Context: an optimization exercise on an open-source flow, tuned for small area. The choices shown serve that exercise and are no tape-out recipe. In this exercise RTL edits were held to simulation tests only and were not proved equivalent to the original.

$ cat config.mk
export PLATFORM = sky130hd
export DESIGN_NAME = Post_top
export DESIGN_NICKNAME = Post_top
export VERILOG_FILES = /design/flow/design.v
export SDC_FILE = /design/flow/constraint.sdc
export NUM_CORES = 4
export LEC_CHECK = 0
export ABC_AREA = 1
export CAP_MARGIN = 20
export CORE_MARGIN = 2
export CORE_UTILIZATION = 50
export GPL_TIMING_DRIVEN = 0
export SLEW_MARGIN = 20
$ cat constraint.sdc
create_clock -name core_clock -period 12.0 [get_ports {clk}]
set_input_delay 2.4000 -clock core_clock [delete_from_list [all_inputs] [get_ports {clk}]]
set_output_delay 2.4000 -clock core_clock [all_outputs]
set_load 0.01 [all_outputs]
$ cat design.v
module BnMul (
  input  [14:0] r  ,
  input  [ 7:0] one,
  input  [ 7:0] two,
  input  [ 7:0] neg,
  output [15:0] q
);
  wire n1 = (one[0] & r[0]) ^ neg[0];
  wire n2 = ((one[0] & r[1]) | (two[0] & r[0])) ^ neg[0];
  wire n3 = ((one[0] & r[2]) | (two[0] & r[1])) ^ neg[0];
  wire n4 = ((one[0] & r[3]) | (two[0] & r[2])) ^ neg[0];
  wire n5 = ((one[0] & r[4]) | (two[0] & r[3])) ^ neg[0];
  wire n6 = ((one[0] & r[5]) | (two[0] & r[4])) ^ neg[0];
  wire n7 = ((one[0] & r[6]) | (two[0] & r[5])) ^ neg[0];
  wire n8 = ((one[0] & r[7]) | (two[0] & r[6])) ^ neg[0];
  wire n9 = ((one[0] & r[8]) | (two[0] & r[7])) ^ neg[0];
  wire n10 = ((one[0] & r[9]) | (two[0] & r[8])) ^ neg[0];
  wire n11 = ((one[0] & r[10]) | (two[0] & r[9])) ^ neg[0];
  wire n12 = ((one[0] & r[11]) | (two[0] & r[10])) ^ neg[0];
  wire n13 = ((one[0] & r[12]) | (two[0] & r[11])) ^ neg[0];
  wire n14 = ((one[0] & r[13]) | (two[0] & r[12])) ^ neg[0];
  wire n15 = ((one[0] & r[14]) | (two[0] & r[13])) ^ neg[0];
  wire n16 = (two[0] & r[14]) ^ neg[0];
  wire n17 = ~neg[0];
  wire n18 = (one[1] & r[0]) ^ neg[1];
  wire n19 = ((one[1] & r[1]) | (two[1] & r[0])) ^ neg[1];
  wire n20 = ((one[1] & r[2]) | (two[1] & r[1])) ^ neg[1];
  wire n21 = ((one[1] & r[3]) | (two[1] & r[2])) ^ neg[1];
  wire n22 = ((one[1] & r[4]) | (two[1] & r[3])) ^ neg[1];
  wire n23 = ((one[1] & r[5]) | (two[1] & r[4])) ^ neg[1];
  wire n24 = ((one[1] & r[6]) | (two[1] & r[5])) ^ neg[1];
  wire n25 = ((one[1] & r[7]) | (two[1] & r[6])) ^ neg[1];
  wire n26 = ((one[1] & r[8]) | (two[1] & r[7])) ^ neg[1];
  wire n27 = ((one[1] & r[9]) | (two[1] & r[8])) ^ neg[1];
  wire n28 = ((one[1] & r[10]) | (two[1] & r[9])) ^ neg[1];
  wire n29 = ((one[1] & r[11]) | (two[1] & r[10])) ^ neg[1];
  wire n30 = ((one[1] & r[12]) | (two[1] & r[11])) ^ neg[1];
  wire n31 = ((one[1] & r[13]) | (two[1] & r[12])) ^ neg[1];
  wire n32 = ((one[1] & r[14]) | (two[1] & r[13])) ^ neg[1];
  wire n33 = (two[1] & r[14]) ^ neg[1];
  wire n34 = ~neg[1];
  wire n35 = (one[2] & r[0]) ^ neg[2];
  wire n36 = ((one[2] & r[1]) | (two[2] & r[0])) ^ neg[2];
  wire n37 = ((one[2] & r[2]) | (two[2] & r[1])) ^ neg[2];
  wire n38 = ((one[2] & r[3]) | (two[2] & r[2])) ^ neg[2];
  wire n39 = ((one[2] & r[4]) | (two[2] & r[3])) ^ neg[2];
  wire n40 = ((one[2] & r[5]) | (two[2] & r[4])) ^ neg[2];
  wire n41 = ((one[2] & r[6]) | (two[2] & r[5])) ^ neg[2];
  wire n42 = ((one[2] & r[7]) | (two[2] & r[6])) ^ neg[2];
  wire n43 = ((one[2] & r[8]) | (two[2] & r[7])) ^ neg[2];
  wire n44 = ((one[2] & r[9]) | (two[2] & r[8])) ^ neg[2];
  wire n45 = ((one[2] & r[10]) | (two[2] & r[9])) ^ neg[2];
  wire n46 = ((one[2] & r[11]) | (two[2] & r[10])) ^ neg[2];
  wire n47 = ((one[2] & r[12]) | (two[2] & r[11])) ^ neg[2];
  wire n48 = ((one[2] & r[13]) | (two[2] & r[12])) ^ neg[2];
  wire n49 = ((one[2] & r[14]) | (two[2] & r[13])) ^ neg[2];
  wire n50 = (two[2] & r[14]) ^ neg[2];
  wire n51 = ~neg[2];
  wire n52 = (one[3] & r[0]) ^ neg[3];
  wire n53 = ((one[3] & r[1]) | (two[3] & r[0])) ^ neg[3];
  wire n54 = ((one[3] & r[2]) | (two[3] & r[1])) ^ neg[3];
  wire n55 = ((one[3] & r[3]) | (two[3] & r[2])) ^ neg[3];
  wire n56 = ((one[3] & r[4]) | (two[3] & r[3])) ^ neg[3];
  wire n57 = ((one[3] & r[5]) | (two[3] & r[4])) ^ neg[3];
  wire n58 = ((one[3] & r[6]) | (two[3] & r[5])) ^ neg[3];
  wire n59 = ((one[3] & r[7]) | (two[3] & r[6])) ^ neg[3];
  wire n60 = ((one[3] & r[8]) | (two[3] & r[7])) ^ neg[3];
  wire n61 = ((one[3] & r[9]) | (two[3] & r[8])) ^ neg[3];
  wire n62 = ((one[3] & r[10]) | (two[3] & r[9])) ^ neg[3];
  wire n63 = ((one[3] & r[11]) | (two[3] & r[10])) ^ neg[3];
  wire n64 = ((one[3] & r[12]) | (two[3] & r[11])) ^ neg[3];
  wire n65 = ((one[3] & r[13]) | (two[3] & r[12])) ^ neg[3];
  wire n66 = ((one[3] & r[14]) | (two[3] & r[13])) ^ neg[3];
  wire n67 = (two[3] & r[14]) ^ neg[3];
  wire n68 = ~neg[3];
  wire n69 = (one[4] & r[0]) ^ neg[4];
  wire n70 = ((one[4] & r[1]) | (two[4] & r[0])) ^ neg[4];
  wire n71 = ((one[4] & r[2]) | (two[4] & r[1])) ^ neg[4];
  wire n72 = ((one[4] & r[3]) | (two[4] & r[2])) ^ neg[4];
  wire n73 = ((one[4] & r[4]) | (two[4] & r[3])) ^ neg[4];
  wire n74 = ((one[4] & r[5]) | (two[4] & r[4])) ^ neg[4];
  wire n75 = ((one[4] & r[6]) | (two[4] & r[5])) ^ neg[4];
  wire n76 = ((one[4] & r[7]) | (two[4] & r[6])) ^ neg[4];
  wire n77 = ((one[4] & r[8]) | (two[4] & r[7])) ^ neg[4];
  wire n78 = ((one[4] & r[9]) | (two[4] & r[8])) ^ neg[4];
  wire n79 = ((one[4] & r[10]) | (two[4] & r[9])) ^ neg[4];
  wire n80 = ((one[4] & r[11]) | (two[4] & r[10])) ^ neg[4];
  wire n81 = ((one[4] & r[12]) | (two[4] & r[11])) ^ neg[4];
  wire n82 = ((one[4] & r[13]) | (two[4] & r[12])) ^ neg[4];
  wire n83 = ((one[4] & r[14]) | (two[4] & r[13])) ^ neg[4];
  wire n84 = (two[4] & r[14]) ^ neg[4];
  wire n85 = ~neg[4];
  wire n86 = (one[5] & r[0]) ^ neg[5];
  wire n87 = ((one[5] & r[1]) | (two[5] & r[0])) ^ neg[5];
  wire n88 = ((one[5] & r[2]) | (two[5] & r[1])) ^ neg[5];
  wire n89 = ((one[5] & r[3]) | (two[5] & r[2])) ^ neg[5];
  wire n90 = ((one[5] & r[4]) | (two[5] & r[3])) ^ neg[5];
  wire n91 = ((one[5] & r[5]) | (two[5] & r[4])) ^ neg[5];
  wire n92 = ((one[5] & r[6]) | (two[5] & r[5])) ^ neg[5];
  wire n93 = ((one[5] & r[7]) | (two[5] & r[6])) ^ neg[5];
  wire n94 = ((one[5] & r[8]) | (two[5] & r[7])) ^ neg[5];
  wire n95 = ((one[5] & r[9]) | (two[5] & r[8])) ^ neg[5];
  wire n96 = ((one[5] & r[10]) | (two[5] & r[9])) ^ neg[5];
  wire n97 = ((one[5] & r[11]) | (two[5] & r[10])) ^ neg[5];
  wire n98 = ((one[5] & r[12]) | (two[5] & r[11])) ^ neg[5];
  wire n99 = ((one[5] & r[13]) | (two[5] & r[12])) ^ neg[5];
  wire n100 = ((one[5] & r[14]) | (two[5] & r[13])) ^ neg[5];
  wire n101 = (two[5] & r[14]) ^ neg[5];
  wire n102 = ~neg[5];
  wire n103 = (one[6] & r[0]) ^ neg[6];
  wire n104 = ((one[6] & r[1]) | (two[6] & r[0])) ^ neg[6];
  wire n105 = ((one[6] & r[2]) | (two[6] & r[1])) ^ neg[6];
  wire n106 = ((one[6] & r[3]) | (two[6] & r[2])) ^ neg[6];
  wire n107 = ((one[6] & r[4]) | (two[6] & r[3])) ^ neg[6];
  wire n108 = ((one[6] & r[5]) | (two[6] & r[4])) ^ neg[6];
  wire n109 = ((one[6] & r[6]) | (two[6] & r[5])) ^ neg[6];
  wire n110 = ((one[6] & r[7]) | (two[6] & r[6])) ^ neg[6];
  wire n111 = ((one[6] & r[8]) | (two[6] & r[7])) ^ neg[6];
  wire n112 = ((one[6] & r[9]) | (two[6] & r[8])) ^ neg[6];
  wire n113 = ((one[6] & r[10]) | (two[6] & r[9])) ^ neg[6];
  wire n114 = ((one[6] & r[11]) | (two[6] & r[10])) ^ neg[6];
  wire n115 = ((one[6] & r[12]) | (two[6] & r[11])) ^ neg[6];
  wire n116 = ((one[6] & r[13]) | (two[6] & r[12])) ^ neg[6];
  wire n117 = ((one[6] & r[14]) | (two[6] & r[13])) ^ neg[6];
  wire n118 = (two[6] & r[14]) ^ neg[6];
  wire n119 = ~neg[6];
  wire n120 = (one[7] & r[0]) ^ neg[7];
  wire n121 = ((one[7] & r[1]) | (two[7] & r[0])) ^ neg[7];
  wire n122 = ((one[7] & r[2]) | (two[7] & r[1])) ^ neg[7];
  wire n123 = ((one[7] & r[3]) | (two[7] & r[2])) ^ neg[7];
  wire n124 = ((one[7] & r[4]) | (two[7] & r[3])) ^ neg[7];
  wire n125 = ((one[7] & r[5]) | (two[7] & r[4])) ^ neg[7];
  wire n126 = ((one[7] & r[6]) | (two[7] & r[5])) ^ neg[7];
  wire n127 = ((one[7] & r[7]) | (two[7] & r[6])) ^ neg[7];
  wire n128 = ((one[7] & r[8]) | (two[7] & r[7])) ^ neg[7];
  wire n129 = ((one[7] & r[9]) | (two[7] & r[8])) ^ neg[7];
  wire n130 = ((one[7] & r[10]) | (two[7] & r[9])) ^ neg[7];
  wire n131 = ((one[7] & r[11]) | (two[7] & r[10])) ^ neg[7];
  wire n132 = ((one[7] & r[12]) | (two[7] & r[11])) ^ neg[7];
  wire n133 = ((one[7] & r[13]) | (two[7] & r[12])) ^ neg[7];
  wire n134 = ((one[7] & r[14]) | (two[7] & r[13])) ^ neg[7];
  wire n135 = (two[7] & r[14]) ^ neg[7];
  wire n136 = ~neg[7];
  wire n137 = n11 ^ n26;
  wire n138 = n11 & n26;
  wire n139 = n12 ^ n27;
  wire n140 = n12 & n27;
  wire n141 = n13 ^ n28;
  wire n142 = n141 ^ n43;
  wire n143 = (n13 & n28) | (n141 & n43);
  wire n144 = n58 ^ n73;
  wire n145 = n58 & n73;
  wire n146 = n14 ^ n29;
  wire n147 = n146 ^ n44;
  wire n148 = (n14 & n29) | (n146 & n44);
  wire n149 = n59 ^ n74;
  wire n150 = n59 & n74;
  wire n151 = n15 ^ n30;
  wire n152 = n151 ^ n45;
  wire n153 = (n15 & n30) | (n151 & n45);
  wire n154 = n60 ^ n75;
  wire n155 = n154 ^ n90;
  wire n156 = (n60 & n75) | (n154 & n90);
  wire n157 = n105 ^ n120;
  wire n158 = n105 & n120;
  wire n159 = n16 ^ n31;
  wire n160 = n159 ^ n46;
  wire n161 = (n16 & n31) | (n159 & n46);
  wire n162 = n61 ^ n76;
  wire n163 = n162 ^ n91;
  wire n164 = (n61 & n76) | (n162 & n91);
  wire n165 = n106 ^ n121;
  wire n166 = n106 & n121;
  wire n167 = n17 ^ n32;
  wire n168 = n167 ^ n47;
  wire n169 = (n17 & n32) | (n167 & n47);
  wire n170 = n62 ^ n77;
  wire n171 = n170 ^ n92;
  wire n172 = (n62 & n77) | (n170 & n92);
  wire n173 = n107 ^ n122;
  wire n174 = n173 ^ 1'b1;
  wire n175 = (n107 & n122) | (n173 & 1'b1);
  wire n176 = n33 ^ n48;
  wire n177 = n176 ^ n63;
  wire n178 = (n33 & n48) | (n176 & n63);
  wire n179 = n78 ^ n93;
  wire n180 = n179 ^ n108;
  wire n181 = (n78 & n93) | (n179 & n108);
  wire n182 = n123 ^ 1'b1;
  wire n183 = n123 & 1'b1;
  wire n184 = n34 ^ n49;
  wire n185 = n184 ^ n64;
  wire n186 = (n34 & n49) | (n184 & n64);
  wire n187 = n79 ^ n94;
  wire n188 = n187 ^ n109;
  wire n189 = (n79 & n94) | (n187 & n109);
  wire n190 = n50 ^ n65;
  wire n191 = n190 ^ n80;
  wire n192 = (n50 & n65) | (n190 & n80);
  wire n193 = n95 ^ n110;
  wire n194 = n95 & n110;
  wire n195 = n51 ^ n66;
  wire n196 = n195 ^ n81;
  wire n197 = (n51 & n66) | (n195 & n81);
  wire n198 = n67 ^ n82;
  wire n199 = n67 & n82;
  wire n200 = n7 ^ n22;
  wire n201 = n7 & n22;
  wire n202 = n8 ^ n23;
  wire n203 = n8 & n23;
  wire n204 = n9 ^ n24;
  wire n205 = n204 ^ n39;
  wire n206 = (n9 & n24) | (n204 & n39);
  wire n207 = n54 ^ n69;
  wire n208 = n54 & n69;
  wire n209 = n10 ^ n25;
  wire n210 = n209 ^ n40;
  wire n211 = (n10 & n25) | (n209 & n40);
  wire n212 = n55 ^ n70;
  wire n213 = n55 & n70;
  wire n214 = n137 ^ n41;
  wire n215 = n214 ^ n56;
  wire n216 = (n137 & n41) | (n214 & n56);
  wire n217 = n71 ^ n86;
  wire n218 = n217 ^ neg[5];
  wire n219 = (n71 & n86) | (n217 & neg[5]);
  wire n220 = n138 ^ n139;
  wire n221 = n220 ^ n42;
  wire n222 = (n138 & n139) | (n220 & n42);
  wire n223 = n57 ^ n72;
  wire n224 = n223 ^ n87;
  wire n225 = (n57 & n72) | (n223 & n87);
  wire n226 = n140 ^ n142;
  wire n227 = n226 ^ n144;
  wire n228 = (n140 & n142) | (n226 & n144);
  wire n229 = n88 ^ n103;
  wire n230 = n229 ^ neg[6];
  wire n231 = (n88 & n103) | (n229 & neg[6]);
  wire n232 = n143 ^ n145;
  wire n233 = n232 ^ n147;
  wire n234 = (n143 & n145) | (n232 & n147);
  wire n235 = n149 ^ n89;
  wire n236 = n235 ^ n104;
  wire n237 = (n149 & n89) | (n235 & n104);
  wire n238 = n148 ^ n150;
  wire n239 = n238 ^ n152;
  wire n240 = (n148 & n150) | (n238 & n152);
  wire n241 = n155 ^ n157;
  wire n242 = n241 ^ neg[7];
  wire n243 = (n155 & n157) | (n241 & neg[7]);
  wire n244 = n153 ^ n156;
  wire n245 = n244 ^ n158;
  wire n246 = (n153 & n156) | (n244 & n158);
  wire n247 = n160 ^ n163;
  wire n248 = n247 ^ n165;
  wire n249 = (n160 & n163) | (n247 & n165);
  wire n250 = n161 ^ n164;
  wire n251 = n250 ^ n166;
  wire n252 = (n161 & n164) | (n250 & n166);
  wire n253 = n168 ^ n171;
  wire n254 = n253 ^ n174;
  wire n255 = (n168 & n171) | (n253 & n174);
  wire n256 = n169 ^ n172;
  wire n257 = n256 ^ n175;
  wire n258 = (n169 & n172) | (n256 & n175);
  wire n259 = n177 ^ n180;
  wire n260 = n259 ^ n182;
  wire n261 = (n177 & n180) | (n259 & n182);
  wire n262 = n178 ^ n181;
  wire n263 = n262 ^ n183;
  wire n264 = (n178 & n181) | (n262 & n183);
  wire n265 = n185 ^ n188;
  wire n266 = n265 ^ n124;
  wire n267 = (n185 & n188) | (n265 & n124);
  wire n268 = n186 ^ n189;
  wire n269 = n268 ^ n191;
  wire n270 = (n186 & n189) | (n268 & n191);
  wire n271 = n193 ^ n125;
  wire n272 = n271 ^ 1'b1;
  wire n273 = (n193 & n125) | (n271 & 1'b1);
  wire n274 = n192 ^ n194;
  wire n275 = n274 ^ n196;
  wire n276 = (n192 & n194) | (n274 & n196);
  wire n277 = n96 ^ n111;
  wire n278 = n277 ^ n126;
  wire n279 = (n96 & n111) | (n277 & n126);
  wire n280 = n197 ^ n198;
  wire n281 = n280 ^ n97;
  wire n282 = (n197 & n198) | (n280 & n97);
  wire n283 = n112 ^ n127;
  wire n284 = n283 ^ 1'b1;
  wire n285 = (n112 & n127) | (n283 & 1'b1);
  wire n286 = n199 ^ n68;
  wire n287 = n286 ^ n83;
  wire n288 = (n199 & n68) | (n286 & n83);
  wire n289 = n98 ^ n113;
  wire n290 = n289 ^ n128;
  wire n291 = (n98 & n113) | (n289 & n128);
  wire n292 = n84 ^ n99;
  wire n293 = n292 ^ n114;
  wire n294 = (n84 & n99) | (n292 & n114);
  wire n295 = n129 ^ 1'b1;
  wire n296 = n129 & 1'b1;
  wire n297 = n85 ^ n100;
  wire n298 = n297 ^ n115;
  wire n299 = (n85 & n100) | (n297 & n115);
  wire n300 = n101 ^ n116;
  wire n301 = n101 & n116;
  wire n302 = n5 ^ n20;
  wire n303 = n5 & n20;
  wire n304 = n6 ^ n21;
  wire n305 = n6 & n21;
  wire n306 = n200 ^ n37;
  wire n307 = n306 ^ n52;
  wire n308 = (n200 & n37) | (n306 & n52);
  wire n309 = n201 ^ n202;
  wire n310 = n309 ^ n38;
  wire n311 = (n201 & n202) | (n309 & n38);
  wire n312 = n203 ^ n205;
  wire n313 = n312 ^ n207;
  wire n314 = (n203 & n205) | (n312 & n207);
  wire n315 = n206 ^ n208;
  wire n316 = n315 ^ n210;
  wire n317 = (n206 & n208) | (n315 & n210);
  wire n318 = n211 ^ n213;
  wire n319 = n318 ^ n215;
  wire n320 = (n211 & n213) | (n318 & n215);
  wire n321 = n216 ^ n219;
  wire n322 = n321 ^ n221;
  wire n323 = (n216 & n219) | (n321 & n221);
  wire n324 = n222 ^ n225;
  wire n325 = n324 ^ n227;
  wire n326 = (n222 & n225) | (n324 & n227);
  wire n327 = n228 ^ n231;
  wire n328 = n327 ^ n233;
  wire n329 = (n228 & n231) | (n327 & n233);
  wire n330 = n234 ^ n237;
  wire n331 = n330 ^ n239;
  wire n332 = (n234 & n237) | (n330 & n239);
  wire n333 = n240 ^ n243;
  wire n334 = n333 ^ n245;
  wire n335 = (n240 & n243) | (n333 & n245);
  wire n336 = n246 ^ n249;
  wire n337 = n336 ^ n251;
  wire n338 = (n246 & n249) | (n336 & n251);
  wire n339 = n252 ^ n255;
  wire n340 = n339 ^ n257;
  wire n341 = (n252 & n255) | (n339 & n257);
  wire n342 = n258 ^ n261;
  wire n343 = n342 ^ n263;
  wire n344 = (n258 & n261) | (n342 & n263);
  wire n345 = n264 ^ n267;
  wire n346 = n345 ^ n269;
  wire n347 = (n264 & n267) | (n345 & n269);
  wire n348 = n270 ^ n273;
  wire n349 = n348 ^ n275;
  wire n350 = (n270 & n273) | (n348 & n275);
  wire n351 = n276 ^ n279;
  wire n352 = n351 ^ n281;
  wire n353 = (n276 & n279) | (n351 & n281);
  wire n354 = n282 ^ n285;
  wire n355 = n354 ^ n287;
  wire n356 = (n282 & n285) | (n354 & n287);
  wire n357 = n288 ^ n291;
  wire n358 = n357 ^ n293;
  wire n359 = (n288 & n291) | (n357 & n293);
  wire n360 = n294 ^ n296;
  wire n361 = n360 ^ n298;
  wire n362 = (n294 & n296) | (n360 & n298);
  wire n363 = n299 ^ n300;
  wire n364 = n363 ^ n131;
  wire n365 = (n299 & n300) | (n363 & n131);
  wire n366 = n301 ^ n102;
  wire n367 = n366 ^ n117;
  wire n368 = (n301 & n102) | (n366 & n117);
  wire n369 = n118 ^ n133;
  wire n370 = n118 & n133;
  wire n371 = n3 ^ n18;
  wire n372 = n3 & n18;
  wire n373 = n4 ^ n19;
  wire n374 = n4 & n19;
  wire n375 = n302 ^ n35;
  wire n376 = n375 ^ neg[2];
  wire n377 = (n302 & n35) | (n375 & neg[2]);
  wire n378 = n303 ^ n304;
  wire n379 = n378 ^ n36;
  wire n380 = (n303 & n304) | (n378 & n36);
  wire n381 = n305 ^ n307;
  wire n382 = n381 ^ neg[3];
  wire n383 = (n305 & n307) | (n381 & neg[3]);
  wire n384 = n308 ^ n310;
  wire n385 = n384 ^ n53;
  wire n386 = (n308 & n310) | (n384 & n53);
  wire n387 = n311 ^ n313;
  wire n388 = n387 ^ neg[4];
  wire n389 = (n311 & n313) | (n387 & neg[4]);
  wire n390 = n314 ^ n316;
  wire n391 = n390 ^ n212;
  wire n392 = (n314 & n316) | (n390 & n212);
  wire n393 = n317 ^ n319;
  wire n394 = n393 ^ n218;
  wire n395 = (n317 & n319) | (n393 & n218);
  wire n396 = n320 ^ n322;
  wire n397 = n396 ^ n224;
  wire n398 = (n320 & n322) | (n396 & n224);
  wire n399 = n323 ^ n325;
  wire n400 = n399 ^ n230;
  wire n401 = (n323 & n325) | (n399 & n230);
  wire n402 = n326 ^ n328;
  wire n403 = n402 ^ n236;
  wire n404 = (n326 & n328) | (n402 & n236);
  wire n405 = n329 ^ n331;
  wire n406 = n405 ^ n242;
  wire n407 = (n329 & n331) | (n405 & n242);
  wire n408 = n332 ^ n334;
  wire n409 = n408 ^ n248;
  wire n410 = (n332 & n334) | (n408 & n248);
  wire n411 = n335 ^ n337;
  wire n412 = n411 ^ n254;
  wire n413 = (n335 & n337) | (n411 & n254);
  wire n414 = n338 ^ n340;
  wire n415 = n414 ^ n260;
  wire n416 = (n338 & n340) | (n414 & n260);
  wire n417 = n341 ^ n343;
  wire n418 = n417 ^ n266;
  wire n419 = (n341 & n343) | (n417 & n266);
  wire n420 = n344 ^ n346;
  wire n421 = n420 ^ n272;
  wire n422 = (n344 & n346) | (n420 & n272);
  wire n423 = n347 ^ n349;
  wire n424 = n423 ^ n278;
  wire n425 = (n347 & n349) | (n423 & n278);
  wire n426 = n350 ^ n352;
  wire n427 = n426 ^ n284;
  wire n428 = (n350 & n352) | (n426 & n284);
  wire n429 = n353 ^ n355;
  wire n430 = n429 ^ n290;
  wire n431 = (n353 & n355) | (n429 & n290);
  wire n432 = n356 ^ n358;
  wire n433 = n432 ^ n295;
  wire n434 = (n356 & n358) | (n432 & n295);
  wire n435 = n359 ^ n361;
  wire n436 = n435 ^ n130;
  wire n437 = (n359 & n361) | (n435 & n130);
  wire n438 = n362 ^ n364;
  wire n439 = n438 ^ 1'b1;
  wire n440 = (n362 & n364) | (n438 & 1'b1);
  wire n441 = n365 ^ n367;
  wire n442 = n441 ^ n132;
  wire n443 = (n365 & n367) | (n441 & n132);
  wire n444 = n368 ^ n369;
  wire n445 = n444 ^ 1'b1;
  wire n446 = (n368 & n369) | (n444 & 1'b1);
  wire n447 = n370 ^ n119;
  wire n448 = n447 ^ n134;
  wire n449 = (n370 & n119) | (n447 & n134);
  wire n450 = n135 ^ 1'b1;
  wire n451 = n135 & 1'b1;
  wire n452 = n1 ^ neg[0];
  wire n453 = n1 & neg[0];
  wire n454 = n2 ^ n453;
  wire n455 = n2 & n453;
  wire n456 = n371 ^ neg[1];
  wire n457 = n456 ^ n455;
  wire n458 = (n371 & neg[1]) | (n456 & n455);
  wire n459 = n372 ^ n373;
  wire n460 = n459 ^ n458;
  wire n461 = (n372 & n373) | (n459 & n458);
  wire n462 = n374 ^ n376;
  wire n463 = n462 ^ n461;
  wire n464 = (n374 & n376) | (n462 & n461);
  wire n465 = n377 ^ n379;
  wire n466 = n465 ^ n464;
  wire n467 = (n377 & n379) | (n465 & n464);
  wire n468 = n380 ^ n382;
  wire n469 = n468 ^ n467;
  wire n470 = (n380 & n382) | (n468 & n467);
  wire n471 = n383 ^ n385;
  wire n472 = n471 ^ n470;
  wire n473 = (n383 & n385) | (n471 & n470);
  wire n474 = n386 ^ n388;
  wire n475 = n474 ^ n473;
  wire n476 = (n386 & n388) | (n474 & n473);
  wire n477 = n389 ^ n391;
  wire n478 = n477 ^ n476;
  wire n479 = (n389 & n391) | (n477 & n476);
  wire n480 = n392 ^ n394;
  wire n481 = n480 ^ n479;
  wire n482 = (n392 & n394) | (n480 & n479);
  wire n483 = n395 ^ n397;
  wire n484 = n483 ^ n482;
  wire n485 = (n395 & n397) | (n483 & n482);
  wire n486 = n398 ^ n400;
  wire n487 = n486 ^ n485;
  wire n488 = (n398 & n400) | (n486 & n485);
  wire n489 = n401 ^ n403;
  wire n490 = n489 ^ n488;
  wire n491 = (n401 & n403) | (n489 & n488);
  wire n492 = n404 ^ n406;
  wire n493 = n492 ^ n491;
  wire n494 = (n404 & n406) | (n492 & n491);
  wire n495 = n407 ^ n409;
  wire n496 = n495 ^ n494;
  wire n497 = (n407 & n409) | (n495 & n494);
  wire n498 = n410 ^ n412;
  wire n499 = n498 ^ n497;
  wire n500 = (n410 & n412) | (n498 & n497);
  wire n501 = n413 ^ n415;
  wire n502 = n501 ^ n500;
  wire n503 = (n413 & n415) | (n501 & n500);
  wire n504 = n416 ^ n418;
  wire n505 = n504 ^ n503;
  wire n506 = (n416 & n418) | (n504 & n503);
  wire n507 = n419 ^ n421;
  wire n508 = n507 ^ n506;
  wire n509 = (n419 & n421) | (n507 & n506);
  wire n510 = n422 ^ n424;
  wire n511 = n510 ^ n509;
  wire n512 = (n422 & n424) | (n510 & n509);
  wire n513 = n425 ^ n427;
  wire n514 = n513 ^ 1'b0;
  wire n515 = (n425 & n427) | (n513 & 1'b0);
  wire n516 = n428 ^ n430;
  wire n517 = n516 ^ n515;
  wire n518 = (n428 & n430) | (n516 & n515);
  wire n519 = n431 ^ n433;
  wire n520 = n519 ^ n518;
  wire n521 = (n431 & n433) | (n519 & n518);
  wire n522 = n434 ^ n436;
  wire n523 = n522 ^ n521;
  wire n524 = (n434 & n436) | (n522 & n521);
  wire n525 = n437 ^ n439;
  wire n526 = n525 ^ n524;
  wire n527 = (n437 & n439) | (n525 & n524);
  wire n528 = n440 ^ n442;
  wire n529 = n528 ^ n527;
  wire n530 = (n440 & n442) | (n528 & n527);
  wire n531 = n443 ^ n445;
  wire n532 = n531 ^ n530;
  wire n533 = (n443 & n445) | (n531 & n530);
  wire n534 = n446 ^ n448;
  wire n535 = n534 ^ n533;
  wire n536 = (n446 & n448) | (n534 & n533);
  wire n537 = n449 ^ n450;
  wire n538 = n537 ^ n536;
  wire n539 = (n449 & n450) | (n537 & n536);
  wire n540 = n451 ^ n136;
  wire n541 = n540 ^ n539;
  wire n542 = (n451 & n136) | (n540 & n539);
  wire n543 = n425 ^ n427;
  wire n544 = n543 ^ 1'b1;
  wire n545 = (n425 & n427) | (n543 & 1'b1);
  wire n546 = n428 ^ n430;
  wire n547 = n546 ^ n545;
  wire n548 = (n428 & n430) | (n546 & n545);
  wire n549 = n431 ^ n433;
  wire n550 = n549 ^ n548;
  wire n551 = (n431 & n433) | (n549 & n548);
  wire n552 = n434 ^ n436;
  wire n553 = n552 ^ n551;
  wire n554 = (n434 & n436) | (n552 & n551);
  wire n555 = n437 ^ n439;
  wire n556 = n555 ^ n554;
  wire n557 = (n437 & n439) | (n555 & n554);
  wire n558 = n440 ^ n442;
  wire n559 = n558 ^ n557;
  wire n560 = (n440 & n442) | (n558 & n557);
  wire n561 = n443 ^ n445;
  wire n562 = n561 ^ n560;
  wire n563 = (n443 & n445) | (n561 & n560);
  wire n564 = n446 ^ n448;
  wire n565 = n564 ^ n563;
  wire n566 = (n446 & n448) | (n564 & n563);
  wire n567 = n449 ^ n450;
  wire n568 = n567 ^ n566;
  wire n569 = (n449 & n450) | (n567 & n566);
  wire n570 = n451 ^ n136;
  wire n571 = n570 ^ n569;
  wire n572 = (n451 & n136) | (n570 & n569);
  wire n573 = (n512 & n544) | (~n512 & n514);
  wire n574 = (n512 & n547) | (~n512 & n517);
  wire n575 = (n512 & n550) | (~n512 & n520);
  wire n576 = (n512 & n553) | (~n512 & n523);
  wire n577 = (n512 & n556) | (~n512 & n526);
  wire n578 = (n512 & n559) | (~n512 & n529);
  wire n579 = (n512 & n562) | (~n512 & n532);
  wire n580 = (n512 & n565) | (~n512 & n535);
  wire n581 = (n512 & n568) | (~n512 & n538);
  wire n582 = (n512 & n571) | (~n512 & n541);
  wire [30:0] p = {n582, n581, n580, n579, n578, n577, n576, n575, n574, n573, n511, n508, n505, n502, n499, n496, n493, n490, n487, n484, n481, n478, n475, n472, n469, n466, n463, n460, n457, n454, n452};
  wire        ovf = p[30:26] != {5{p[30]}};
  assign q = ovf ? {p[30], {15{~p[30]}}} : p[26:11];
endmodule
module Post_top #(
  parameter INT_BITS  = 4,
  parameter POX       = 4,
  parameter POY       = 4,
  parameter CHANNEL_N = 2
) (
  input                             clk              ,
  input                             rst              ,
  input  [CHANNEL_N*POY*POX*16-1:0] mac_to_serializer,
  input                             mac_output_valid ,
  input  [         $clog2(POY)-1:0] mac_valid_number ,
  input  [                    15:0] K                ,
  input  [                    15:0] B                ,
  input  [              POX*16-1:0] bias             ,
  output [              POX*16-1:0] relu_out         ,
  output                            relu_out_valid   ,
  output [              POX*16-1:0] post_out         ,
  output                            post_out_valid   ,
  output [            POX/2*16-1:0] pooling_out      ,
  output                            pooling_out_valid
);
  reg  [447:0] chain;
  reg          active;
  reg  [  2:0] cnt;        
  reg  [  1:0] rm1;        
  wire [447:0] chain_n = {64'd0, {64{1'b1}}, 64'd0, {64{1'b1}}, 64'd0, {64{1'b1}}, 64'd0};
  always @(posedge clk) begin
    if (mac_output_valid) chain[383:0] <= mac_to_serializer[447:64] ^ chain_n[383:0];
    else                  chain[383:0] <= chain[447:64] ^ chain_n[447:64] ^ chain_n[383:0];
    chain[447:384] <= mac_to_serializer[511:448];
  end
  always @(posedge clk or posedge rst) begin
    if (rst) begin
      active <= 1'b0;
      cnt    <= 3'd0;
      rm1    <= 2'd0;
    end
    else if (mac_output_valid) begin
      active <= 1'b1;
      cnt    <= 3'd1;
      rm1    <= mac_valid_number - 1'b1;
    end
    else if (active) begin
      cnt <= cnt + 1'b1;
      if (cnt == {rm1, 1'b1}) active <= 1'b0;
    end
  end
  wire [ 1:0] slot = (cnt > {1'b0, rm1}) ? ~rm1 : 2'd0;
  reg  [63:0] chain_row;
  always @(*) begin
    case (slot)
      2'd0:    chain_row =  chain[ 63:  0];
      2'd1:    chain_row = ~chain[127: 64];
      2'd2:    chain_row =  chain[191:128];
      default: chain_row = ~chain[255:192];
    endcase
  end
  wire [63:0] row    = mac_output_valid ? mac_to_serializer[63:0] : chain_row;
  wire        row_ok = mac_output_valid | active;
  reg  [59:0] relu_r;
  reg         v1, v2;
  genvar x, i;
  generate
    for (x = 0; x < POX; x = x + 1) begin : g_relu
      wire [15:0] a = row[16*x +: 16];
      wire [15:0] b = bias[16*x +: 16];
      wire [15:0] h = a ^ b;
      wire [16:0] c;
      assign c[0] = 1'b0;
      for (i = 0; i < 16; i = i + 1) begin : g_c
        assign c[i+1] = (a[i] & b[i]) | (h[i] & c[i]);
      end
      wire [15:0] s = h ^ c[15:0];
      always @(posedge clk) relu_r[15*x +: 15] <= s[15] ? 15'd0 : s[14:0];
      assign relu_out[16*x +: 16] = {1'b0, relu_r[15*x +: 15]};
    end
  endgenerate
  always @(posedge clk or posedge rst) begin
    if (rst) begin
      v1 <= 1'b0;
      v2 <= 1'b0;
    end
    else begin
      v1 <= row_ok;
      v2 <= v1;
    end
  end
  assign relu_out_valid = v1;
  wire [16:0] kx = {K, 1'b0};
  reg  [ 7:0] one, two, neg;
  always @(posedge clk) begin : p_booth
    integer j;
    for (j = 0; j < 8; j = j + 1) begin
      one[j] <= kx[2*j+1] ^ kx[2*j];
      two[j] <= (kx[2*j+2] & ~kx[2*j+1] & ~kx[2*j]) | (~kx[2*j+2] & kx[2*j+1] & kx[2*j]);
      neg[j] <= kx[2*j+2];
    end
  end
  reg [63:0] q_r;
  generate
    for (x = 0; x < POX; x = x + 1) begin : g_mul
      wire [15:0] q;
      BnMul U_BnMul (
        .r  (relu_r[15*x +: 15]),
        .one(one               ),
        .two(two               ),
        .neg(neg               ),
        .q  (q                 )
      );
      always @(posedge clk) q_r[16*x +: 16] <= q;
    end
  endgenerate
  generate
    for (x = 0; x < POX; x = x + 1) begin : g_bn
      wire [15:0] a = q_r[16*x +: 16];
      wire [15:0] h = a ^ B;
      wire [16:0] c;
      assign c[0] = 1'b0;
      for (i = 0; i < 16; i = i + 1) begin : g_c
        assign c[i+1] = (a[i] & B[i]) | (h[i] & c[i]);
      end
      assign post_out[16*x +: 16] = h ^ c[15:0];
    end
  endgenerate
  assign post_out_valid = v2;
  reg        second;
  reg [31:0] pool_r;
  reg        pool_valid;
  generate
    for (x = 0; x < POX/2; x = x + 1) begin : g_pool
      wire [15:0] a = post_out[32*x +: 16];
      wire [15:0] b = post_out[32*x+16 +: 16];
      wire [15:0] m = pool_r[16*x +: 16];
      wire [16:0] ab, ma, mb;
      assign ab[0] = 1'b0;
      assign ma[0] = 1'b0;
      assign mb[0] = 1'b0;
      for (i = 0; i < 16; i = i + 1) begin : g_cmp
        if (i < 15) begin : g_lo
          assign ab[i+1] = (a[i] & ~b[i]) | (a[i] & ab[i]) | (~b[i] & ab[i]);
          assign ma[i+1] = (m[i] & ~a[i]) | (m[i] & ma[i]) | (~a[i] & ma[i]);
          assign mb[i+1] = (m[i] & ~b[i]) | (m[i] & mb[i]) | (~b[i] & mb[i]);
        end
        else begin : g_hi
          assign ab[i+1] = (~a[i] & b[i]) | (~a[i] & ab[i]) | (b[i] & ab[i]);
          assign ma[i+1] = (~m[i] & a[i]) | (~m[i] & ma[i]) | (a[i] & ma[i]);
          assign mb[i+1] = (~m[i] & b[i]) | (~m[i] & mb[i]) | (b[i] & mb[i]);
        end
      end
      wire [15:0] ab_max = ab[16] ? a : b;
      always @(posedge clk)
        pool_r[16*x +: 16] <= (second & ma[16] & mb[16]) ? m : ab_max;
    end
  endgenerate
  always @(posedge clk or posedge rst) begin
    if (rst) begin
      second     <= 1'b0;
      pool_valid <= 1'b0;
    end
    else begin
      if (v2) second <= ~second;
      pool_valid <= v2 & second;
    end
  end
  assign pooling_out       = pool_r;
  assign pooling_out_valid = pool_valid;
endmodule
$ cat flow/run.sh
#!/bin/bash
# The standard layout with these changes:
#  - synthesis maps with an area-oriented ABC script (flow/abc_area.script)
#    and skips the generic pre-mapping ABC pass (synth -noabc); the
#    registers, their names and cell types are those of the standard
#    synthesis;
#  - the port buffers are the smallest buffer (buf_1) rather than the one
#    buffer_ports picks by default;
#  - CTS uses clkbuf_8 for larger sink clusters and no dummy loads.
# make's output goes to a log per call here; ORFS's step logs are under orfs/logs/.
set -euo pipefail
rm -rf scripts_local
cp -r "$FLOW_HOME/scripts" scripts_local
cp flow/abc_area.script scripts_local/abc_area.script
bash standard.sh "SCRIPTS_DIR=$PWD/scripts_local" "SYNTH_ARGS=-noabc" synth > make_synth.log 2>&1
bash standard.sh "BUFFER_PORTS_ARGS=-buffer_cell sky130_fd_sc_hd__buf_1" \
  "CTS_ARGS=-sink_clustering_enable -repair_clock_nets -buf_list sky130_fd_sc_hd__clkbuf_8 -sink_clustering_size 16 -sink_clustering_max_diameter 60 -dont_use_dummy_load" \
  finish > make_finish.log 2>&1
$ cat flow/abc_area.script
strash
dc2
dch -f
amap
topo
$ cat standard.sh
#!/bin/bash
# synth_recipe.tcl (not shown) runs the flow's synth.tcl, then flattens the netlist and writes it again
# the make line also repeats each setting of config.mk as NAME=value (left out here)
make -C /OpenROAD-flow-scripts/flow DESIGN_CONFIG=/design/flow/config.mk WORK_HOME=/design/flow/orfs CLKGATE_MAP_FILE= SYNTH_SCRIPT=/design/flow/synth_recipe.tcl "${@:-finish}"
==> results of run 1 <==
==> metrics by stage <==
step	TNS, ns	util [%]	setup slack (ns)
global route	0	58.08	0.006465
CTS	0	58.00	0.1245
detailed placement	0	57.07	0.1463
floorplan	0	-	0.1682
finish	0	58.11	0.3161
global placement	-9221.63	55.72	-28.92
==> state kept, by name, summed over array words and instances, names as in the netlist <==
register,flops
relu_r,60
rm1,2
two,8
one,8
pool_valid,1
pool_r,32
active,1
neg,8
v2,1
v1,1
chain,448
cnt,3
second,1
q_r,64
==> worst max path at each step <==
stage | depth (start not counted) | slack, ns | to | from
after floorplan | 30 | 0.17 | q_r[32] | neg[2]
after global placement | 5 | -28.92 | relu_r[30] | mac_output_valid
after detailed placement | 21 | 0.15 | post_out[47] | B[0]
after CTS | 21 | 0.12 | post_out[47] | B[0]
after global routing | 30 | 0.006 | q_r[30] | neg[2]
final | 21 | 0.32 | post_out[63] | B[0]
==> final cells by class <==
cell class	instances	area, um^2
Antenna cell	29	72.57
Buffer	8	60.06
Inverter	422	1687
Sequential cell	638	13150
Multi-Input combinational cell	3732	28540
Clock buffer	58	798.3
Timing Repair Buffer	818	3891
Tap cell	1144	1431
Fill cell	8040	35780
==> routing by layer <==
layer | GRT usage [%] | share of wire (%)
met4 | 9.739 | 2.5
met5 | 0 | 0.20
met3 | 9.764 | 11
met1 | 49.52 | 41
met2 | 56.84 | 45
==> logic make-up (layout without fill, tap and decap cells) <==
| logic type | count (synthesis) | count (layout) | share of synthesized area [%] |
|---|---|---|---|
| AOI/OAI and AO/OA | 1847 | 1847 | 24.71 |
| and+or+nand+nor | 1162 | 1162 | 10.58 |
| adders and majority gates | 719 | 719 | 30.52 |
| DFF | 638 | 638 | 30.38 |
| buffers and inverters | 430 | 1306 | 3.801 |
| other | 1 | 33 | 0.008669 |
==> worst max-delay path, cell delays in order <==
cell      delay [ns]
buf_1           0.21
ha_1            0.28
fa_1            0.38
fa_1            0.39
fa_1            0.41
fa_1            0.41
fa_1            0.41
fa_1            0.41
fa_1            0.40
fa_1            0.39
fa_1            0.39
fa_1            0.39
fa_1            0.40
fa_1            0.40
fa_1            0.41
fa_1            0.40
a21oi_1         0.19
nand2_1         0.07
o21ai_1         0.21
clkinv_1        0.18
buf_1           0.16
==> cell usage after synthesis <==
| cell type | number |
|---|---|
| a41oi_1 | 3 |
| a21boi_0 | 1 |
| or2_0 | 8 |
| nor2b_1 | 73 |
| o21ai_0 | 807 |
| o41ai_1 | 1 |
| a21oi_1 | 164 |
| edfxtp_1 | 32 |
| a211oi_1 | 1 |
| buf_4 | 8 |
| dfxtp_1 | 596 |
| ha_1 | 159 |
| a31oi_1 | 7 |
| a32oi_1 | 1 |
| a21o_1 | 17 |
| a22oi_1 | 72 |
| o211ai_1 | 3 |
| o221ai_1 | 22 |
| nor3_1 | 2 |
| a222oi_1 | 5 |
| a221o_1 | 1 |
| o21bai_1 | 1 |
| a41o_1 | 4 |
| clkinv_1 | 422 |
| fa_1 | 560 |
| nor4_1 | 4 |
| nor2_1 | 261 |
| a32o_1 | 1 |
| a221oi_1 | 26 |
| o21a_1 | 3 |
| o32ai_1 | 4 |
| o22ai_1 | 691 |
| nand2_1 | 814 |
| a311oi_1 | 2 |
| dfrtp_1 | 10 |
| conb_1 | 1 |
| o22a_1 | 1 |
| o221a_1 | 4 |
| a311o_1 | 1 |
| a22o_1 | 4 |
==> impl_metrics.json, run 1 <==
{
  "cts_root_buf": "clkbuf_8",
  "drt_iter0_markers": 4140,
  "numCtsBuffers": 58,
  "core_mm2": 0.08541,
  "stdcell_area_mm2": 0.04963,
  "cap_violations": 0,
  "reg2reg_slack_ns": 0.56,
  "chipWidth_um": 298.1,
  "grt_remaining_overflow": 0,
  "hold_end": "chain[24]",
  "ys.warnings.count": 1,
  "hold_violations": 0,
  "cts.clk_slew.worst_paths_ns": 0.10,
  "drive_gt1_share_pct": 2.784,
  "path_class": "input pin to output port",
  "setup_violations": 0,
  "worstPathArrival_ns": 9.28,
  "synth_seq_area_share_pct": 30.38,
  "tightestPinTransition_ns": 1.019,
  "holdPathStages": 1,
  "finalMaxSlewViolations": 0,
  "fin_nets": 7010,
  "rows": 107,
  "cts_htree_levels": 2,
  "cts_resized": 0,
  "synth_top_area_share_pct": 27.58,
  "clock-sinks": 638,
  "start_util_pct": 50.64,
  "min_path_type": "flop to flop",
  "first_pass_iters": 5,
  "clk_latency_ns": 0.76,
  "syn_area_per_cell_um2": 9.017,
  "io_pins": 776,
  "vias": 40530,
  "areaGrowthSynthToFinish_pct": 14.74,
  "ff2ff_path_depth": 30,
  "place_congestion": 0.9426,
  "status": "finished clean",
  "fin_crit_sh_pct": 97.37,
  "cp.required_ns": 9.60,
  "dieArea_mm2": 0.08888,
  "layout_common_cells": "814 x nand2_1, 796 x o21ai_0, 770 x buf_1",
  "endpoint_kind": "output port",
  "io_buffer_count": 771,
  "min_period_ns": 11.68,
  "fmaxAchievable_mhz": 85.59,
  "grt_pass1_vias": 38280,
  "ys_top_cells_by_area": "dfxtp_1 28%, fa_1 26%, o22ai_1 10%",
  "hpwlAfterDp_mm": 123.8,
  "cts_hold_buf": 0,
  "vias_per_cell": 5.918,
  "cts_tree": "built",
  "whs_ns": 0.3566,
  "r2r-end": "q_r[30]",
  "synthesis.instances": 4797,
  "synth_top_cell_by_area": "dfxtp_1",
  "max-slew-margin-rel_pct": 31.33,
  "grt_pass1_wl_mm": 244.2,
  "path_max_fanout": 4,
  "grt.total_usage_pct": 36.23,
  "placed_cell_area_mm2": 0.04875,
  "syn_area_mm2": 0.04326,
  "skew_ns": 0.08837,
  "layout_commonest_cell": "nand2_1",
  "min_from": "chain[88]",
  "ant_nets": 0,
  "max-clock-path-buffers": 3,
  "rsz0062_at_grt": "false",
  "die_h_um": 298.1,
  "wl_mm": 164.3,
  "route.detailed.drc": 0,
  "ys_ff_latch": 638,
  "antenna_found_initial": 63,
  "r2r-start": "neg[2]",
  "startpoint_type": "input pin",
  "layoutNonFillerInstCount": 6849,
  "ys_types": 40,
  "avgRoutedWirePerCell_um": 23.98,
  "grt_max_degree": 113,
  "post_cts_buffers": 0,
  "post-place-cells": 6762
}
==> run 2: changes to the inputs <==
--- a/design.v
+++ b/design.v
@@ -518,14 +518,14 @@
   wire n511 = n510 ^ n509;
   wire n512 = (n422 & n424) | (n510 & n509);
   wire n513 = n425 ^ n427;
-  wire n514 = n513 ^ 1'b0;
-  wire n515 = (n425 & n427) | (n513 & 1'b0);
+  wire n514 = n513 ^ n512;
+  wire n515 = (n425 & n427) | (n513 & n512);
   wire n516 = n428 ^ n430;
   wire n517 = n516 ^ n515;
   wire n518 = (n428 & n430) | (n516 & n515);
   wire n519 = n431 ^ n433;
-  wire n520 = n519 ^ n518;
-  wire n521 = (n431 & n433) | (n519 & n518);
+  wire n520 = n519 ^ 1'b0;
+  wire n521 = (n431 & n433) | (n519 & 1'b0);
   wire n522 = n434 ^ n436;
   wire n523 = n522 ^ n521;
   wire n524 = (n434 & n436) | (n522 & n521);
@@ -547,47 +547,39 @@
   wire n540 = n451 ^ n136;
   wire n541 = n540 ^ n539;
   wire n542 = (n451 & n136) | (n540 & n539);
-  wire n543 = n425 ^ n427;
+  wire n543 = n431 ^ n433;
   wire n544 = n543 ^ 1'b1;
-  wire n545 = (n425 & n427) | (n543 & 1'b1);
-  wire n546 = n428 ^ n430;
+  wire n545 = (n431 & n433) | (n543 & 1'b1);
+  wire n546 = n434 ^ n436;
   wire n547 = n546 ^ n545;
-  wire n548 = (n428 & n430) | (n546 & n545);
-  wire n549 = n431 ^ n433;
+  wire n548 = (n434 & n436) | (n546 & n545);
+  wire n549 = n437 ^ n439;
   wire n550 = n549 ^ n548;
-  wire n551 = (n431 & n433) | (n549 & n548);
-  wire n552 = n434 ^ n436;
+  wire n551 = (n437 & n439) | (n549 & n548);
+  wire n552 = n440 ^ n442;
   wire n553 = n552 ^ n551;
-  wire n554 = (n434 & n436) | (n552 & n551);
-  wire n555 = n437 ^ n439;
+  wire n554 = (n440 & n442) | (n552 & n551);
+  wire n555 = n443 ^ n445;
   wire n556 = n555 ^ n554;
-  wire n557 = (n437 & n439) | (n555 & n554);
-  wire n558 = n440 ^ n442;
+  wire n557 = (n443 & n445) | (n555 & n554);
+  wire n558 = n446 ^ n448;
   wire n559 = n558 ^ n557;
-  wire n560 = (n440 & n442) | (n558 & n557);
-  wire n561 = n443 ^ n445;
+  wire n560 = (n446 & n448) | (n558 & n557);
+  wire n561 = n449 ^ n450;
   wire n562 = n561 ^ n560;
-  wire n563 = (n443 & n445) | (n561 & n560);
-  wire n564 = n446 ^ n448;
+  wire n563 = (n449 & n450) | (n561 & n560);
+  wire n564 = n451 ^ n136;
   wire n565 = n564 ^ n563;
-  wire n566 = (n446 & n448) | (n564 & n563);
-  wire n567 = n449 ^ n450;
-  wire n568 = n567 ^ n566;
-  wire n569 = (n449 & n450) | (n567 & n566);
-  wire n570 = n451 ^ n136;
-  wire n571 = n570 ^ n569;
-  wire n572 = (n451 & n136) | (n570 & n569);
-  wire n573 = (n512 & n544) | (~n512 & n514);
-  wire n574 = (n512 & n547) | (~n512 & n517);
-  wire n575 = (n512 & n550) | (~n512 & n520);
-  wire n576 = (n512 & n553) | (~n512 & n523);
-  wire n577 = (n512 & n556) | (~n512 & n526);
-  wire n578 = (n512 & n559) | (~n512 & n529);
-  wire n579 = (n512 & n562) | (~n512 & n532);
-  wire n580 = (n512 & n565) | (~n512 & n535);
-  wire n581 = (n512 & n568) | (~n512 & n538);
-  wire n582 = (n512 & n571) | (~n512 & n541);
-  wire [30:0] p = {n582, n581, n580, n579, n578, n577, n576, n575, n574, n573, n511, n508, n505, n502, n499, n496, n493, n490, n487, n484, n481, n478, n475, n472, n469, n466, n463, n460, n457, n454, n452};
+  wire n566 = (n451 & n136) | (n564 & n563);
+  wire n567 = (n518 & n544) | (~n518 & n520);
+  wire n568 = (n518 & n547) | (~n518 & n523);
+  wire n569 = (n518 & n550) | (~n518 & n526);
+  wire n570 = (n518 & n553) | (~n518 & n529);
+  wire n571 = (n518 & n556) | (~n518 & n532);
+  wire n572 = (n518 & n559) | (~n518 & n535);
+  wire n573 = (n518 & n562) | (~n518 & n538);
+  wire n574 = (n518 & n565) | (~n518 & n541);
+  wire [30:0] p = {n574, n573, n572, n571, n570, n569, n568, n567, n517, n514, n511, n508, n505, n502, n499, n496, n493, n490, n487, n484, n481, n478, n475, n472, n469, n466, n463, n460, n457, n454, n452};
   wire        ovf = p[30:26] != {5{p[30]}};
   assign q = ovf ? {p[30], {15{~p[30]}}} : p[26:11];
 endmodule
==> impl_metrics.json, run 2 <==
{
  "clk_latency_ns": 0.74,
  "chipWidth_um": 297.7,
  "critPathLaunch": "B[0]",
  "cts_tree": "built",
  "synth.mux.area_fraction_pct": 0,
  "synth_top_area_share_pct": 27.66,
  "drive_gt1_share_pct": 3.275,
  "avgRoutedWirePerCell_um": 23.74,
  "finalMaxSlewViolations": 0,
  "max-clock-path-buffers": 3,
  "synth_top_cell_by_area": "dfxtp_1",
  "first_pass_iters": 8,
  "grt_pass1_vias": 38030,
  "synthTopCellsByCount": "782 x o21ai_0, 760 x nand2_1, 683 x o22ai_1, 596 x dfxtp_1, 552 x fa_1",
  "io_pins": 776,
  "synth_xor_area_share_pct": 0,
  "synth_top_family_by_area": "adder cells",
  "hpwlAfterDp_mm": 121.4,
  "endpoint_kind": "output port",
  "min_path_type": "flop to flop",
  "cts_htree_levels": 2,
  "skew_ns": 0.1199,
  "ys.warnings.count": 1,
  "ff2ff_path_depth": 32,
  "cap_violations": 0,
  "r2r-start": "relu_r[37]",
  "reg2reg_slack_ns": 0.38,
  "path_class": "input pin to output port",
  "numCtsBuffers": 56,
  "min_from": "chain[129]",
  "place_congestion": 0.9677,
  "synth_top_flop_cell": "dfxtp_1",
  "cts_root_buf": "clkbuf_8",
  "tightestPinTransition_ns": 0.9825,
  "startpoint_type": "input pin",
  "clock-sinks": 638,
  "ys_top_cells_by_area": "dfxtp_1 28%, fa_1 26%, o22ai_1 9.9%",
  "fin_crit_sh_pct": 97.92,
  "grt_remaining_overflow": 0,
  "placed_cell_area_mm2": 0.04855,
  "vias": 39960,
  "largest_reg_flops": 448,
  "path_max_fanout": 4,
  "start_util_pct": 50.59,
  "hold_violations": 0,
  "cts.clk_slew.worst_paths_ns": 0.10,
  "max-slew-margin-rel_pct": 34.06,
  "synth-edff-count": 32,
  "layout_common_cells": "774 x o21ai_0, 770 x buf_1, 759 x nand2_1",
  "antenna_found_initial": 54,
  "final.setup.worst_slack_ns": 0.2502,
  "synth_compound_area_share_pct": 25.16,
  "ys_types": 39,
  "ys_ff_latch": 638,
  "rows": 107,
  "reg_top3": "chain: 448 flops, q_r: 64 flops, relu_r: 60 flops",
  "synthesis.instances": 4761,
  "setup_violations": 0,
  "ant_nets": 0,
  "synth_fa_ha_area_share_pct": 30.23,
  "synth_seq_area_share_pct": 30.46,
  "largest_register": "chain",
  "rsz0062_at_grt": "false",
  "core_mm2": 0.08528,
  "r2r-end": "q_r[46]",
  "wl_mm": 162.1,
  "vias_per_cell": 5.854,
  "stdcell_area_mm2": 0.04960,
  "cp.required_ns": 9.60,
  "die_h_um": 297.7,
  "fmaxAchievable_mhz": 85.11,
  "grt_max_degree": 129,
  "min_period_ns": 11.75,
  "whs_ns": 0.3728,
  "synth_async_sr_flop_share_pct": 1.567,
  "drt_iter0_markers": 3867,
  "dieArea_mm2": 0.08865,
  "grt.total_usage_pct": 35.78,
  "worstSetupEndpoint": "post_out[47]",
  "fill_cells": 7911,
  "post-place-ws_ns": -0.5093,
  "synth_simple_gate_area_share_pct": 10.32,
  "synth_most_common_cell": "o21ai_0",
  "worstPathArrival_ns": 9.35,
  "status": "finished clean",
  "fin_nets": 6975,
  "areaGrowthSynthToFinish_pct": 14.97,
  "route.detailed.drc": 0,
  "syn_area_per_cell_um2": 9.061,
  "grt_pass1_wl_mm": 241.6,
  "io_buffer_count": 771,
  "syn_area_mm2": 0.04314,
  "layout_commonest_cell": "o21ai_0"
}
[run 2: changes by cell type after synthesis, moves of 7 or more]
cell,delta
fa_1,-8
nand2_1,-54
o21ai_0,-25
or2_0,+8
a21o_1,+46
a31o_1,+8
o22ai_1,-8
nor2_1,-7
[run 2: repair_timing]
action                     in CTS  in global routing
hold buffers                    0                  0
buffers inserted                0                 14
setup endpoints to repair      42                 63
gates resized for setup         4                 28
pin swaps                       0                  0
[run 2: worst max-delay path, stage by stage]
cell	delay [ns]
buf_1	0.22
ha_1	0.29
fa_1	0.38
fa_1	0.40
fa_1	0.39
fa_1	0.41
fa_1	0.40
fa_1	0.41
fa_1	0.41
fa_1	0.41
fa_1	0.40
fa_1	0.40
fa_1	0.39
fa_1	0.39
fa_1	0.39
fa_1	0.42
nor2_1	0.15
a21oi_2	0.06
o21ai_1	0.29
clkinv_1	0.20
buf_1	0.16
[run 2: metrics by stage]
step / std cells / TNS [ns] / util, %
after floorplan: 4764 / 0 / -
after global placement: 6679 / -9332.75 / 55.69
after detailed placement: 6723 / -9.646 / 56.92
after CTS: 6779 / 0 / 57.85
after global routing: 6819 / 0 / 58.14
final: 6825 / 0 / 58.16
[run 2: worst min path at each step]
stage / to / slack, ns / depth (start not counted)
after floorplan: chain[256] / 0.39 / 1
after global placement: chain[311] / 0.39 / 1
after detailed placement: chain[318] / 0.39 / 1
after CTS: chain[65] / 0.36 / 1
after global routing: chain[256] / 0.38 / 1
final: chain[65] / 0.37 / 1
[run 2: kinds of logic (layout without fill, tap and decap cells)]
logic type	Yosys count	count (layout)
DFF	638	638
other	1	36
buffers and inverters	432	1317
and+or+nand+nor	1118	1118
AOI/OAI and AO/OA	1861	1861
adders and majority gates	711	711
[run 2: layer usage]
| metal | up-vias | track usage (%) | share of wire (%) |
|---|---|---|---|
| li1 | 18790 | - | - |
| met5 | - | 0 | 0.11 |
| met2 | 1871 | 55.14 | 45 |
| met1 | 19010 | 48.79 | 41 |
| met4 | 26 | 11.12 | 2.9 |
| met3 | 266 | 10.22 | 11 |
[run 2: final cells by class]
cell class                      count  area (um^2)  share of cell area (%)
Timing Repair Buffer              829         3913                   7.888
Inverter                          424         1760                   3.549
Buffer                              8        60.06                  0.1211
Antenna cell                       32        80.08                  0.1614
Tap cell                         1144         1431                   2.886
Multi-Input combinational cell   3694        28430                   57.31
Clock buffer                       56        770.7                   1.554
Sequential cell                   638        13160                   26.53
==> run 3: changes to the inputs <==
--- a/config.mk
+++ b/config.mk
@@ -8,6 +8,6 @@
 export ABC_AREA = 1
 export CAP_MARGIN = 20
 export CORE_MARGIN = 2
-export CORE_UTILIZATION = 50
+export CORE_UTILIZATION = 60
 export GPL_TIMING_DRIVEN = 0
 export SLEW_MARGIN = 20
==> impl_metrics.json, run 3 <==
{
  "first_pass_iters": 6,
  "cp.required_ns": 12.50,
  "cts.clk_slew.worst_paths_ns": 0.10,
  "largest_register": "chain",
  "numCtsBuffers": 49,
  "vias_per_cell": 6.236,
  "skew_ns": 0.1152,
  "clk_latency_ns": 0.73,
  "wl_mm": 160.4,
  "setup_violations": 0,
  "cts_root_buf": "clkbuf_8",
  "synthesis.instances": 4761,
  "synth_top_area_share_pct": 27.66,
  "reg_top3": "chain: 448 flops, q_r: 64 flops, relu_r: 60 flops",
  "fmaxAchievable_mhz": 84.75,
  "critical_path.slowest_cell": "dfxtp_1",
  "layoutNonFillerInstCount": 6623,
  "worstPathArrival_ns": 12.30,
  "layout_common_cells": "773 x o21ai_0, 770 x buf_1, 759 x nand2_1",
  "finalMaxSlewViolations": 0,
  "avgRoutedWirePerCell_um": 24.22,
  "ant_nets": 0,
  "max-slew-margin-rel_pct": 32.16,
  "ys_ff_latch": 638,
  "place_congestion": 0.9918,
  "path_max_fanout": 16,
  "clock-sinks": 638,
  "antenna_found_initial": 37,
  "ys_top_cells_by_area": "dfxtp_1 28%, fa_1 26%, o22ai_1 9.9%",
  "path_class": "flop to flop",
  "chipWidth_um": 272.1,
  "endpoint_kind": "flop",
  "fin_nets": 6979,
  "synth_most_common_cell": "o21ai_0",
  "grt_pass1_wl_mm": 236.3,
  "drive_gt1_share_pct": 3.361,
  "cap_violations": 0,
  "io_pins": 776,
  "core_mm2": 0.07136,
  "tightestPinTransition_ns": 1.014,
  "post-place-cells": 6536,
  "final.setup.worst_slack_ns": 0.2007,
  "post-place-ws_ns": -0.9317,
  "synth_top_flop_cell": "dfxtp_1",
  "ys.warnings.count": 1,
  "crit_top_cell": "fa_1",
  "status": "finished clean",
  "largest_reg_flops": 448,
  "min_period_ns": 11.80,
  "holdPathStages": 1,
  "cts_tree": "built",
  "min_from": "chain[313]",
  "hpwlAfterDp_mm": 121.4,
  "synth_seq_area_share_pct": 30.46,
  "io_buffer_count": 771,
  "hold_end": "chain[249]",
  "syn_area_mm2": 0.04314,
  "fin_crit_sh_pct": 98.33,
  "areaGrowthSynthToFinish_pct": 14.62,
  "r2r-start": "relu_r[24]",
  "synth-edff-count": 32,
  "ys_types": 39,
  "max-clock-path-buffers": 3,
  "reg2reg_slack_ns": 0.20,
  "r2r-end": "q_r[16]",
  "rows": 98,
  "drt_iter0_markers": 4863,
  "synth_top_cell_by_area": "dfxtp_1",
  "grt_max_degree": 129,
  "cts_htree_levels": 2,
  "grt_remaining_overflow": 0,
  "vias": 41300,
  "syn_area_per_cell_um2": 9.061,
  "dieArea_mm2": 0.07406,
  "startpoint_type": "flop",
  "critical_path.max_stage_delay_ns": 0.66,
  "hold_violations": 0,
  "min_path_type": "flop to flop",
  "grt.total_usage_pct": 42.33,
  "route.detailed.drc": 0,
  "synth_async_sr_flop_share_pct": 1.567,
  "fill_cells": 5966,
  "ff2ff_path_depth": 31,
  "start_util_pct": 60.45,
  "synthTopCellsByCount": "782 x o21ai_0, 760 x nand2_1, 683 x o22ai_1, 596 x dfxtp_1, 552 x fa_1",
  "grt_pass1_vias": 38020,
  "layout_commonest_cell": "o21ai_0",
  "die_h_um": 272.1
}
run 3: cell counts after synthesis:
No cell type changed its count.
run 3: worst max path at each step:
stage,end,startpoint,slack (ns),cells past startpoint
2_1_floorplan,q_r[29],neg[0],0.002,28
5_1_grt,post_out[63],B[0],-0.003,21
3_5_place_dp,q_r[29],neg[0],-0.93,28
6_report,q_r[16],relu_r[24],0.20,31
3_3_place_gp,relu_r[22],mac_output_valid,-27.64,5
4_1_cts,post_out[47],B[0],0.10,21
run 3: kinds of logic after synthesis:
kind of cell               Yosys count  share of synthesized area, %
adders and majority gates          711                         30.23
buffers and inverters              432                         3.828
DFF                                638                         30.46
and+or+nand+nor                   1118                         10.32
other                                1                      0.008692
AOI/OAI and AO/OA                 1861                         25.16
run 3: worst max-delay path: cells and delay by family (launching register included):
family | cells | cell delay (ns)
and+or+nand+nor | 6 | 0.99
buffers and inverters | 3 | 0.95
AOI/OAI and AO/OA | 5 | 1.02
adders and majority gates | 17 | 7.93
DFF | 1 | 0.66
run 3: metrics by stage:
| stage | setup TNS, ns | util (%) | hold WS, ns | area (um^2) |
|---|---|---|---|---|
| global placement | -8803.98 | 66.21 | 0.3920 | 47250 |
| CTS | 0 | 68.90 | 0.3977 | 49170 |
| global route | -0.005939 | 69.27 | 0.4144 | 49430 |
| finish | 0 | 69.29 | 0.4076 | 49450 |
| detailed placement | -25.87 | 67.89 | 0.3983 | 48450 |
| floorplan | 0 | - | 0.3882 | 43160 |
run 3: cell type report:
type                       instances  area, um^2  area share, %
clock buffer                      49       674.4          1.364
timing repair buffer             840        4108          8.307
tap                              950        1189          2.404
antenna                           20       50.05         0.1012
sequential                       638       13160          26.61
inverter                         424        1765          3.570
buffer                             8       60.06         0.1215
multi-input combinational       3694       28450          57.53
run 3: layer usage:
layer / share of wire (%) / GRT usage (%) / vias to the layer above
met3: 15 / 16.56 / 381
met5: 0.11 / 0 / -
li1: - / - / 18800
met4: 3.7 / 13.82 / 24
met2: 43 / 62.46 / 2654
met1: 38 / 57.32 / 19440
run 3: repair_timing:
action / 4_1_cts / 5_1_grt
resized for setup: 7 / 32
pin swaps: 1 / 0
setup buffers: 1 / 17
hold buffers: 0 / 0
setup endpoints to repair: 60 / 52

==> afterwards: timing with drivers on the ports <==
Ports are ideal in the flow. The routed layouts listed here were re-timed in OpenROAD.
Step 1 sets driving cells, clkbuf_16 on the clock port and buf_2 on the other inputs (assumed; they add their load-dependent delay and slew).
Step 2 also shifts input and output timing later by t, the mid clock arrival at the registers, as if the neighbouring blocks saw the same clock.
Slacks: ideal ports / drivers / drivers and shift; pairs: ideal ports / drivers.
| run | shift t [ns] | slack for setup (ns) | slew at the worst register clock pin (ns) |
|---|---|---|---|
| run 1 | 0.795 | 0.316 / 0.293 / 0.179 | 0.11 / 0.11 |
| run 2 | 0.768 | 0.250 / 0.229 / 0.094 | 0.11 / 0.11 |
| run 3 | 0.738 | 0.201 / 0.201 / 0.201 | 0.11 / 0.11 |
After both steps setup and hold are still met in every run listed. The setup slack of run 2, which loses most, moves by -0.021 ns with the drivers and by -0.156 ns with both steps.
